Context: an optimization exercise on an open-source flow, tuned for small area and a short achievable clock period. The choices shown serve that exercise and are no tape-out recipe.
RTL that was checked went through simulation tests only; none was proved equivalent to the original.
For run 2, only the layout was checked, not whether the RTL still works.
Power figures rest on the tool's default switching activity, not on a simulated workload.

==> flow/design.v <==
module mips_full_processor(i_clk, i_reset,
			   o_imem_addr, i_imem_data,
			   o_dmem_addr, o_dmem_wdata, o_dmem_we, i_dmem_rdata);
input i_clk ;
input i_reset;
output [31:0] o_imem_addr;	 
input  [31:0] i_imem_data;	 
output [31:0] o_dmem_addr;	 
output [31:0] o_dmem_wdata;	 
output        o_dmem_we;	 
input  [31:0] i_dmem_rdata;	 
wire [31:0] I = i_imem_data;
wire [5:0] op    = I[31:26];
wire [4:0] rs    = I[25:21];
wire [4:0] rt    = I[20:16];
wire [4:0] rd    = I[15:11];
wire [5:0] funct = I[5:0];
wire [31:0] imm  = {{16{I[15]}}, I[15:0]};
wire is_r    = (op == 6'b000000);
wire is_addi = (op == 6'b001000);
wire is_lw   = (op == 6'b100011);
wire is_sw   = (op == 6'b101011);
wire is_beq  = (op == 6'b000100);
wire is_j    = (op == 6'b000010);
wire f_sll = (funct == 6'h00);
wire f_srl = (funct == 6'h02);
wire f_sra = (funct == 6'h03);
wire f_sub = (funct == 6'h22);
wire f_and = (funct == 6'h24);
wire f_or  = (funct == 6'h25);
wire f_xor = (funct == 6'h26);
wire f_nor = (funct == 6'h27);
wire f_slt = (funct == 6'h2A);
wire f_shift = f_sll | f_srl | f_sra;
wire f_logic = f_and | f_or | f_xor | f_nor;
wire f_arith = ~(f_shift | f_logic | f_slt);	 
reg  [31:2] pc;
wire [31:0] rf [0:31];
assign rf[0] = 32'd0;
reg [31:0] A, B;
integer k;
always @* begin
	A = 32'd0;
	B = 32'd0;
	for (k = 1; k < 32; k = k + 1) begin
		A = A | ({32{rs == k}} & rf[k]);
		B = B | ({32{rt == k}} & rf[k]);
	end
end
assign o_dmem_addr  = A + imm;
assign o_dmem_wdata = B;
assign o_dmem_we    = is_sw;
wire        sub_mode = f_sub | f_slt;
wire [32:0] addsub   = {1'b0, A} + {1'b0, B ^ {32{sub_mode}}} + {32'd0, sub_mode};
wire        a_lt_b   = ~addsub[32];		 
wire [4:0]  sh = B[4:0];
reg  [31:0] a_rev, y_rev;
wire [31:0] sh_in = f_sll ? a_rev : {A[31] & ~f_sra, A[30:0]};
wire [31:0] sh_y  = sh_in >> sh;
integer m;
always @* begin
	for (m = 0; m < 32; m = m + 1) begin
		a_rev[m] = A[31-m];
		y_rev[m] = sh_y[31-m];
	end
end
wire [31:0] shift_res = f_sll ? y_rev : {f_sra ? A[31] : sh_y[31], sh_y[30:0]};
reg [31:0] logic_res;
always @* begin
	case (funct[1:0])
		2'b00:   logic_res = A & B;
		2'b01:   logic_res = A | B;
		2'b10:   logic_res = A ^ B;
		default: logic_res = ~(A | B);
	endcase
end
wire [31:0] r_res = ({32{f_arith}} & addsub[31:0])
		  | ({32{f_shift}} & shift_res)
		  | ({32{f_logic}} & logic_res)
		  | {31'd0, f_slt & a_lt_b};
wire [31:0] wb   = is_lw ? i_dmem_rdata : (is_addi ? o_dmem_addr : r_res);
wire        wen  = is_r | is_addi | is_lw;
wire [4:0]  wa   = is_r ? rd : rt;
wire [31:0] wd   = i_reset ? 32'd0 : wb;
genvar g;
generate
	for (g = 1; g < 32; g = g + 1) begin : reg_g
		reg [31:0] r;
		wire we_g = i_reset | (wen & (wa == g));
		always @(posedge i_clk)
			if (we_g)
				r <= wd;
		assign rf[g] = r;
	end
endgenerate
wire [31:2] pc4    = pc + 30'd1;
wire [31:2] bt     = pc4 + imm[29:0];
wire        taken  = is_beq & (A == B);
wire [31:2] jt     = {pc4[31:28], I[25:0]};
always @(posedge i_clk) begin
	if (i_reset)
		pc <= 30'd0;
	else if (taken)
		pc <= bt;
	else if (is_j)
		pc <= jt;
	else
		pc <= pc4;
end
assign o_imem_addr = {pc, 2'b00};
endmodule
==> flow/run.sh <==
#!/bin/bash
# synth_recipe.tcl (not shown) runs the flow's synth.tcl, then flattens the netlist and writes it again
# the make line also repeats each setting of config.mk as NAME=value (left out here)
make -C /OpenROAD-flow-scripts/flow DESIGN_CONFIG=/design/flow/config.mk WORK_HOME=/design/flow/orfs CLKGATE_MAP_FILE= SYNTH_SCRIPT=/design/flow/synth_recipe.tcl finish
==> flow/config.mk <==
export PLATFORM = sky130hd
export DESIGN_NAME = mips_full_processor
export DESIGN_NICKNAME = mips_full_processor
export VERILOG_FILES = /design/flow/design.v
export SDC_FILE = /design/flow/constraint.sdc
export NUM_CORES = 4
export LEC_CHECK = 0
export CAP_MARGIN = 20
export CORE_MARGIN = 2
export CORE_UTILIZATION = 30
export SLEW_MARGIN = 20
==> flow/constraint.sdc <==
create_clock -name core_clock -period 25.0 [get_ports {i_clk}]
set_input_delay 5.0000 -clock core_clock [delete_from_list [all_inputs] [get_ports {i_clk}]]
set_output_delay 5.0000 -clock core_clock [all_outputs]
set_load 0.01 [all_outputs]
==> results.py, run 1 <==
metrics = {
    "synthesis": {
        "synth-edff-count": 992,
        "ys_ff_latch": 1022,
        "postSynthCellCount": 4729,
        "syn_area_per_cell_um2": 11.64,
        "synth.most_common_cell": "edfxtp_1",
        "synth.largest_area_cell": "edfxtp_1",
        "syn_area_mm2": 0.05506,
        "synthArstFlopShare_pct": 0,
        "yosysWarnings": 1,
        "netlist.area_leader.share_pct": 54.10,
        "yosys-top-cells-count": "edfxtp_1, a22oi_1, and3_1, nand2_1, nor2_1",
        "synth_flop_cell": "edfxtp_1",
        "synth_cell_types": 94,
        "yosys-top-cells-area": "edfxtp_1, a22oi_1, ha_1",
        "yosysSeqAreaShare_pct": 55.19,
    },
    "timing": {
        "skew_ns": 0.09653,
        "setup_ws_ns": 7.478,
        "worst-slew-pin-transition_ns": 1.234,
        "hold_viol": 0,
        "drv_slew": 0,
        "slew_headroom_pct": 17.67,
        "hold_slack_ns": 0.6597,
        "finalSetupViolations": 0,
        "post-route-min-period_ns": 17.52,
        "fmax_mhz": 57.07,
        "rsz0062_at_grt": "false",
        "tns_ns": 0,
        "finalCritPeriodShare_pct": 70.09,
    },
    "worst_setup_path": {
        "max_stage_delay_ns": 0.93,
        "worstPathMaxFanout": 22,
        "cp_data_required_time_ns": 20.00,
        "cp_cell_sequence": "clkdlybuf4s50_1, nand3b_2, nor2_4, buf_4, a2111oi_0, nand4_1, nor4_4, inv_1, ha_1, a21o_1, a31oi_1, o21ai_0, or3b_2, o21ba_2, a211o_1, a21oi_1, nor2b_1, o21ai_0, nand2b_1, a21oi_1, xnor2_1, clkdlybuf4s50_1",
        "cp-end-kind": "primary output",
        "startpoint_type": "primary input",
        "crit_slowest_cell": "clkdlybuf4s50_1",
        "worstSetupPathType": "primary input to primary output",
        "worstPathArrival_ns": 12.52,
        "r2r_start": "reg_g[11].r[11]",
        "worstSetupStartpoint": "i_imem_data[24]",
    },
    "global_route": {
        "grt_antenna_before_repair": 10,
        "grt_pass1_vias": 46696,
        "overflow": 0,
        "grt_max_degree": 65,
        "grt_pass1_wl_mm": 391.7,
        "gr-usage-all-layers_pct": 30.17,
    },
    "clock_network": {
        "cts_tree": "built",
        "cts_buffer_depth": 3,
        "cts_resized": 0,
        "cts_hold_buf": 0,
        "cts_sinks": 1022,
        "cts_setup_buffers": 0,
        "cts.htree.levels": 3,
        "cts_buffers": 104,
        "clk_pin_slew_ns": 0.06,
        "cts-root-buf": "clkbuf_16",
        "clkLatencyLatePin_ns": 0.79,
    },
    "floorplan": {
        "die_area_mm2": 0.1870,
        "io_pins": 163,
        "design.core.area_mm2": 0.1827,
        "fp.dieH_um": 432.4,
        "num_rows": 157,
        "initial_core_util_pct": 30.14,
        "fp.dieW_um": 432.4,
    },
    "placement": {
        "place_congestion": 1.014,
        "preCtsSetupSlack_ns": 7.610,
        "dpl.hpwl_mm": 175.3,
        "portBuffers": 160,
    },
    "route": {
        "drt_iter0_markers": 12872,
        "wl_per_cell_um": 40.16,
        "routed_wl_mm": 294.7,
        "ant_nets": 0,
        "via_count": 51762,
        "drc": 0,
        "vias_per_cell": 7.055,
        "dr.pass1.iters": 15,
    },
    "outcome": {
        "status": "timing/DRC/antenna clean",
    },
    "layout": {
        "nFillCells": 17837,
        "layout-drive-gt1-share_pct": 11.75,
        "finalNetCount": 5083,
        "fin_util_pct": 35.17,
        "syn_to_final_growth_pct": 16.68,
    },
    "job": {
        "drv_cap": 0,
    },
    "hold_path": {
        "hold_class": "flip-flop to flip-flop",
        "holdCritStartpoint": "pc[31]",
    },
    "power": {
        "power.density_mw_per_mm2": 106.6,
        "p_leak_nw": 24.01,
        "max-vdd-ir-drop_v": 0.00006478,
    },
}
## worst max-delay path, delay by kind of cell
kind,cells,cell delay [ns]
buffers and inverters,4,2.10
xor gates and xnor gates,1,0.15
and+or+nand+nor,7,2.51
AOI/OAI and AO/OA,9,2.25
adders and majority gates,1,0.45
## placed cells by master (no fill, tap or decap), drive strengths merged, types with 117 or more instances in the layout
cell and instances:
edfxtp 992, a22oi 564, and3 296, nand2 268, nor2 249, buf 204, o21ai 171, ha 156
mux2i 154, clkdlybuf4s50 154, a21oi 150, nand4 132, nand3 129, clkbuf 124, inv 122, a221oi 117
## registers in the layout (all words and copies together), names as in the netlist
name / cells
pc: 30
reg_g.r: 992
## through the flow
stage	std cells	power (mW)	area [um2]
4_1_cts	7327	6.679	64180
5_1_grt	7328	6.973	64220
2_1_floorplan	4730	3.919	55070
3_3_place_gp	7136	5.068	60600
3_5_place_dp	7136	5.047	60600
6_report	7337	6.848	64250
## power by group
group          internal [mW]  switching, mW  leakage [nW]
registers               2.67          0.421          10.4
clock network          0.944          0.714          1.73
logic                  0.635           1.46          11.9
total                   4.25           2.60          24.0
## area by class of cell
cell class                      instances  area, um2  area share [%]
Timing Repair Buffer                  358       3062           4.766
Clock inverter                         67      882.1           1.373
Inverter                              118      442.9          0.6894
Antenna cell                            9      22.52         0.03505
Multi-Input combinational cell       3254      23770           36.99
Clock buffer                          124       2699           4.201
Tap cell                             2385       2984           4.645
Sequential cell                      1022      30390           47.30
## final timing paths
check	slack, ns	cells after the start	to
worst max-delay path	7.48	22	o_dmem_addr[30]
worst max register to register	17.25	21	reg_g[24].r[0]
worst min-delay path	0.66	3	pc[31]
worst min register to register	0.66	3	pc[31]
## routing by layer
layer,vias to the layer above,global-route usage [%],share of wire (%)
met5,-,1.015,0.17
met4,10,19.33,9.4
met3,1872,14.96,18
met2,5900,41.54,38
met1,24746,37.01,34
li1,19234,-,-
## logic make-up (layout without fill, tap and decap cells)
| group | Yosys count | in the layout | share of synthesized area [%] |
|---|---|---|---|
| DFF | 1022 | 1022 | 55.19 |
| xor gates and xnor gates | 136 | 136 | 2.163 |
| AOI/OAI and AO/OA | 1444 | 1444 | 19.27 |
| buffers and inverters | 454 | 667 | 3.361 |
| muxes | 172 | 172 | 3.188 |
| other | 1 | 11 | 0.006811 |
| adders and majority gates | 159 | 159 | 3.654 |
| and+or+nand+nor | 1341 | 1341 | 13.16 |
==> inputs of run 2 (changes only) <==
--- a/flow/design.v
+++ b/flow/design.v
@@ -1,2 +1,31 @@
+module rf_wr_bit (we, nwe, wd, q, d);
+input we, nwe, wd, q;
+output d;
+assign d = (we & wd) | (nwe & q);
+endmodule
+module rf_aoi222 (s, d, y);
+input [2:0] s, d;
+output y;
+assign y = ~(|(s & d));
+endmodule
+module rf_nand2 (s, d, y);
+input s, d;
+output y;
+assign y = ~(s & d);
+endmodule
+module rf_rd_bit (sel, d, y);
+input [30:0] sel;	 
+input [30:0] d;
+output y;
+wire [10:0] n;
+genvar i;
+generate
+	for (i = 0; i < 10; i = i + 1) begin : t
+		rf_aoi222 g (.s(sel[3*i +: 3]), .d(d[3*i +: 3]), .y(n[i]));
+	end
+endgenerate
+rf_nand2 g30 (.s(sel[30]), .d(d[30]), .y(n[10]));
+assign y = ~&n;
+endmodule
 module mips_full_processor(i_clk, i_reset,
 			   o_imem_addr, i_imem_data,
@@ -38,14 +67,24 @@
 wire [31:0] rf [0:31];
 assign rf[0] = 32'd0;
-reg [31:0] A, B;
+reg [30:0] sel_a, sel_b;
 integer k;
 always @* begin
-	A = 32'd0;
-	B = 32'd0;
 	for (k = 1; k < 32; k = k + 1) begin
-		A = A | ({32{rs == k}} & rf[k]);
-		B = B | ({32{rt == k}} & rf[k]);
+		sel_a[k-1] = (rs == k);
+		sel_b[k-1] = (rt == k);
 	end
 end
+wire [31:0] A, B;
+genvar g, b;
+generate
+	for (b = 0; b < 32; b = b + 1) begin : rd_g
+		wire [30:0] col;
+		for (g = 1; g < 32; g = g + 1) begin : c
+			assign col[g-1] = rf[g][b];
+		end
+		rf_rd_bit ra (.sel(sel_a), .d(col), .y(A[b]));
+		rf_rd_bit rb (.sel(sel_b), .d(col), .y(B[b]));
+	end
+endgenerate
 assign o_dmem_addr  = A + imm;
 assign o_dmem_wdata = B;
@@ -83,12 +122,15 @@
 wire [4:0]  wa   = is_r ? rd : rt;
 wire [31:0] wd   = i_reset ? 32'd0 : wb;
-genvar g;
 generate
 	for (g = 1; g < 32; g = g + 1) begin : reg_g
-		reg [31:0] r;
+		reg  [31:0] r;
+		wire [31:0] d;
 		wire we_g = i_reset | (wen & (wa == g));
+		wire nwe_g = ~we_g;
+		for (b = 0; b < 32; b = b + 1) begin : bit_g
+			rf_wr_bit w (.we(we_g), .nwe(nwe_g), .wd(wd[b]), .q(r[b]), .d(d[b]));
+		end
 		always @(posedge i_clk)
-			if (we_g)
-				r <= wd;
+			r <= d;
 		assign rf[g] = r;
 	end
==> flow/flow/run.sh (new file) <==
#!/bin/bash
# The standard layout with two changes to how it is made:
# - the port buffers are buf_2 cells (the standard flow picks a slow delay
#   buffer, clkdlybuf4s50_1, for every input and output port);
# - timing repair is asked for a setup slack margin well above zero, so that
#   it sizes and buffers the critical paths instead of stopping once the
#   25 ns clock is met.
# The clock, the I/O delays and every other constraint are the design's.
set -euo pipefail
bash standard.sh "BUFFER_PORTS_ARGS=-buffer_cell sky130_fd_sc_hd__buf_2" \
	SETUP_SLACK_MARGIN=11 TNS_END_PERCENT=10 finish > run_standard.log 2>&1
==> flow/standard.sh (new file) <==
#!/bin/bash
# synth_recipe.tcl (not shown) runs the flow's synth.tcl, then flattens the netlist and writes it again
# the make line also repeats each setting of config.mk as NAME=value (left out here)
make -C /OpenROAD-flow-scripts/flow DESIGN_CONFIG=/design/flow/config.mk WORK_HOME=/design/flow/orfs CLKGATE_MAP_FILE= SYNTH_SCRIPT=/design/flow/synth_recipe.tcl "${@:-finish}"
--- a/flow/config.mk
+++ b/flow/config.mk
@@ -10,2 +10,4 @@
 export CORE_UTILIZATION = 30
 export SLEW_MARGIN = 20
+export SYNTH_HIERARCHICAL = 1
+export SYNTH_MINIMUM_KEEP_SIZE = 0
removed: flow/run.sh
==> run 2 against run 1 <==
Against the previous run: sequential cell count is the same; clock power barely moved; combinational power increased by 48%; utilization rose by 1.7 points; design area shrank 5.3%; clock-buffer cell count rose by 22; global-route usage down 0.61 points; sequential power decreased by 6%; sequential share of layout area shrank 14 points; critical path type unchanged; critical endpoint unchanged; highest routed layer unchanged.
==> results.py, run 2 <==
metrics = {
    "outcome": {
        "status": "timing/DRC/antenna clean",
    },
    "layout": {
        "top_register": "reg_g.r",
        "layout-drive-gt1-share_pct": 16.30,
        "final_cell_mix": "dfxtp_1, a22o_1, a222oi_1, nand2_1, buf_4",
        "largest_reg_flops": 992,
        "syn_to_final_growth_pct": 21.87,
        "fin_cells": 7624,
        "finalNetCount": 5562,
        "largestRegisters": "reg_g.r x992, pc x30",
        "fin_util_pct": 36.85,
        "mostFrequentLayoutCell": "dfxtp_1",
    },
    "power": {
        "power_mw": 7.700,
        "seqPwrFrac_pct": 38.0,
        "p_sw_share_pct": 41.44,
        "power_frac_comb_pct": 40.2,
        "power.net_switching_mw": 3.191,
        "pwr-share-clk_pct": 21.8,
        "p_int_mw": 4.509,
        "p_leak_nw": 23.68,
        "max-vdd-ir-drop_v": 0.00006203,
        "power.density_mw_per_mm2": 126.5,
    },
    "worst_setup_path": {
        "worstSetupStartpoint": "i_imem_data[24]",
        "reg2reg_slack_ns": 18.11,
        "r2r_start": "reg_g[28].r[15]",
        "cp-end-kind": "primary output",
        "worstPathArrival_ns": 9.74,
        "r2r_cells": 17,
        "crit_end": "o_dmem_addr[30]",
        "r2r-end": "reg_g[3].r[0]",
        "startpoint_type": "primary input",
        "worstSetupPathType": "primary input to primary output",
        "cp_data_required_time_ns": 20.00,
        "worstPathMaxFanout": 32,
    },
    "synthesis": {
        "postSynthCellCount": 4893,
        "ys_ff_latch": 1022,
        "syn_area_mm2": 0.04995,
        "synth.most_common_cell": "dfxtp_1",
        "yosysSeqAreaShare_pct": 40.96,
        "yosys-top-cells-area": "dfxtp_1, a22o_1, a222oi_1",
        "yosys-top-cells-count": "dfxtp_1, a22o_1, a222oi_1, nand2_1, nor2_1",
        "synth_flop_cell": "dfxtp_1",
        "syn_area_per_cell_um2": 10.21,
        "synthArstFlopShare_pct": 0,
        "synth.largest_area_cell": "dfxtp_1",
        "netlist.area_leader.share_pct": 40.96,
        "synth-edff-count": 0,
        "synth_cell_types": 85,
        "yosysWarnings": 7,
    },
    "floorplan": {
        "die_area_mm2": 0.1698,
        "design.core.area_mm2": 0.1652,
        "io_pins": 163,
        "fp.dieW_um": 412.0,
        "num_rows": 149,
        "fp.dieH_um": 412.0,
        "initial_core_util_pct": 30.24,
    },
    "route": {
        "wl_per_cell_um": 34.89,
        "routed_wl_mm": 266.0,
        "via_count": 53529,
        "ant_nets": 0,
        "dr.pass1.iters": 17,
        "drt_iter0_markers": 13749,
        "dr.max_layer_used": "met5",
        "met1_length_mm": 96.81,
        "drc": 0,
        "wl_met2_mm": 108.1,
        "met3_length_mm": 38.34,
        "vias_per_cell": 7.021,
    },
    "timing": {
        "tns_ns": 0,
        "fmax_mhz": 67.82,
        "rsz0062_at_grt": "true",
        "skew_ns": 0.04011,
        "finalSetupViolations": 0,
        "post-route-min-period_ns": 14.74,
        "hold_viol": 0,
        "setup_ws_ns": 10.26,
        "drv_slew": 0,
        "slew_headroom_pct": 15.20,
        "worst-slew-pin-transition_ns": 1.272,
        "finalCritPeriodShare_pct": 58.98,
    },
    "placement": {
        "place_congestion": 1.031,
        "dpl.hpwl_mm": 165.0,
        "preCtsSetupSlack_ns": 9.096,
        "dp_cells": 7318,
        "portBuffers": 160,
    },
    "job": {
        "drv_cap": 0,
    },
    "clock_network": {
        "cts_sinks": 1022,
        "cts_buffer_depth": 3,
        "cts.htree.levels": 3,
        "cts_tree": "built",
        "clkLatencyLatePin_ns": 0.77,
        "cts-root-buf": "clkbuf_16",
        "cts_hold_buf": 0,
        "clk_pin_slew_ns": 0.06,
        "cts_buffers": 103,
    },
    "global_route": {
        "grt_pass1_wl_mm": 370.2,
        "grt_max_degree": 65,
        "grt_pass1_vias": 48895,
        "grt_antenna_before_repair": 25,
        "gr-usage-all-layers_pct": 29.56,
        "overflow": 0,
    },
    "hold_path": {
        "hold_class": "flip-flop to flip-flop",
    },
}
run 2: cell types whose count changed in the layout (fill, tap and decap cells not counted), moves of 98 or more:
cell / previous run / this run
mux2i_1: 154 / 56
clkdlybuf4s50_1: 154 / 0
dfxtp_1: 30 / 1022
and3_1: 295 / 17
buf_2: 6 / 155
a22oi_1: 564 / 5
edfxtp_1: 992 / 0
a22o_1: 86 / 993
a222oi_1: 28 / 641
run 2: through the flow:
step	hold WS, ns	instance area [um2]
after floorplan	0.4599	50250
after global placement	0.4722	55260
after detailed placement	0.4761	55300
after CTS	0.4958	60480
after global routing	0.5075	60840
final	0.4941	60870
run 2: kinds of logic (layout without fill, tap and decap cells):
| group | count (synthesis) | count (layout) | share of synthesized area, % |
|---|---|---|---|
| adder cells (fa/ha/maj) | 167 | 167 | 4.228 |
| buffers and inverters | 274 | 790 | 2.154 |
| AND/OR/NAND/NOR | 994 | 1000 | 9.769 |
| other | 1 | 21 | 0.007507 |
| XOR/XNOR | 140 | 140 | 2.455 |
| multiplexers | 107 | 107 | 3.114 |
| flip-flops | 1022 | 1022 | 40.96 |
| AO/OA/AOI/OAI | 2188 | 2188 | 37.31 |
run 2: worst max-delay path: stages:
cell and delay, ns:
buf_16 0.12, nand2b_4 0.17, buf_12 0.11, buf_12 0.10
nor2_4 0.04, buf_6 0.20, a222oi_1 0.39, nand4_1 0.58
or3_1 0.57, buf_6 0.18, ha_4 0.29, and3_1 0.28
o2111ai_2 0.10, o211ai_1 0.13, buf_4 0.17, o31a_1 0.33
a311oi_2 0.37, a21oi_2 0.11, xor2_1 0.23, buf_2 0.18
run 2: layout make-up:
cell class	count	area [um2]
diodes	19	47.55
clock buffers	146	3019
clock inverters	46	595.6
fillers	16321	104300
inverters	157	589.3
multi-input cells	3604	29830
flip-flops and latches	1022	20460
well taps	2189	2739
repair buffers	441	3596
run 2: per-layer routing:
layer / vias up / track usage [%]
li1: 21880 / -
met1: 26032 / 36.79
met2: 4602 / 42.50
met3: 989 / 10.07
met4: 26 / 20.70
met5: - / 0.8762
run 2: repair_timing:
action,4_1_cts,5_1_grt
resized for setup,168,34
cloned,16,0
buffers inserted,54,25
pin swaps,105,68
hold endpoints to repair,0,0
setup endpoints to repair,30,23
run 2: power by group through the flow:
| stage | logic [mW] | clock network [mW] | registers [mW] |
|---|---|---|---|
| 2_1_floorplan | 1.76 | 0 | 2.75 |
| 3_3_place_gp | 2.77 | 0 | 2.89 |
| 3_5_place_dp | 2.82 | 0 | 2.90 |
| 4_1_cts | 2.93 | 1.68 | 2.88 |
| 5_1_grt | 3.19 | 1.74 | 2.99 |
| 6_report | 3.10 | 1.68 | 2.92 |
run 2: worst min path at each step:
stage	startpoint	to	slack (ns)	cells after the start
final	reg_g[2].r[26]	reg_g[2].r[26]	0.49	1
after global routing	reg_g[5].r[20]	reg_g[5].r[20]	0.51	1
after CTS	reg_g[7].r[14]	reg_g[7].r[14]	0.50	1
after detailed placement	reg_g[25].r[25]	reg_g[25].r[25]	0.48	1
after global placement	reg_g[1].r[30]	reg_g[1].r[30]	0.47	1
after floorplan	reg_g[10].r[0]	reg_g[10].r[0]	0.46	1
run 2: per-module statistics from Yosys (local to each module, per instance):
module	cell area, um2	cells inside
mips_full_processor	33090	2941
rf_aoi222	10.01	1
rf_nand2	3.754	1
rf_rd_bit	23.77	4
rf_wr_bit	8.758	1

## port drivers added, routing unchanged
The results above use ideal ports. As a check the final layouts listed here were re-extracted and re-timed, cells and wires unchanged. Step 1 sets driving cells, clkbuf_16 on the clock port and buf_2 on the other inputs (assumed; they add their load-dependent delay and slew). Step 2 adds t to the input delays and takes it off the output delays; t is the mean of the earliest and latest rising clock arrival at the registers after step 1. Input paths then give back, and output paths get back, about the clock's delay inside the block. a / b / c = ideal / step 1 / step 2; a / b = the first two.
| run | t (ns) | setup WS [ns] | hold WS [ns] | worst setup path after step 2 | pins driven straight from the clock port |
|---|---|---|---|---|---|
| run 1 | 0.825 | 7.478 / 7.422 / 7.422 | 0.660 / 0.660 / 0.660 | input to output | 1 |
| run 2 | 0.845 | 10.255 / 10.052 / 10.052 | 0.494 / 0.494 / 0.494 | input to output | 1 |
After both steps setup and hold are still met in every run listed. For run 2, which loses most, drivers alone change the setup slack by -0.203 ns; drivers and shift together by -0.203 ns.
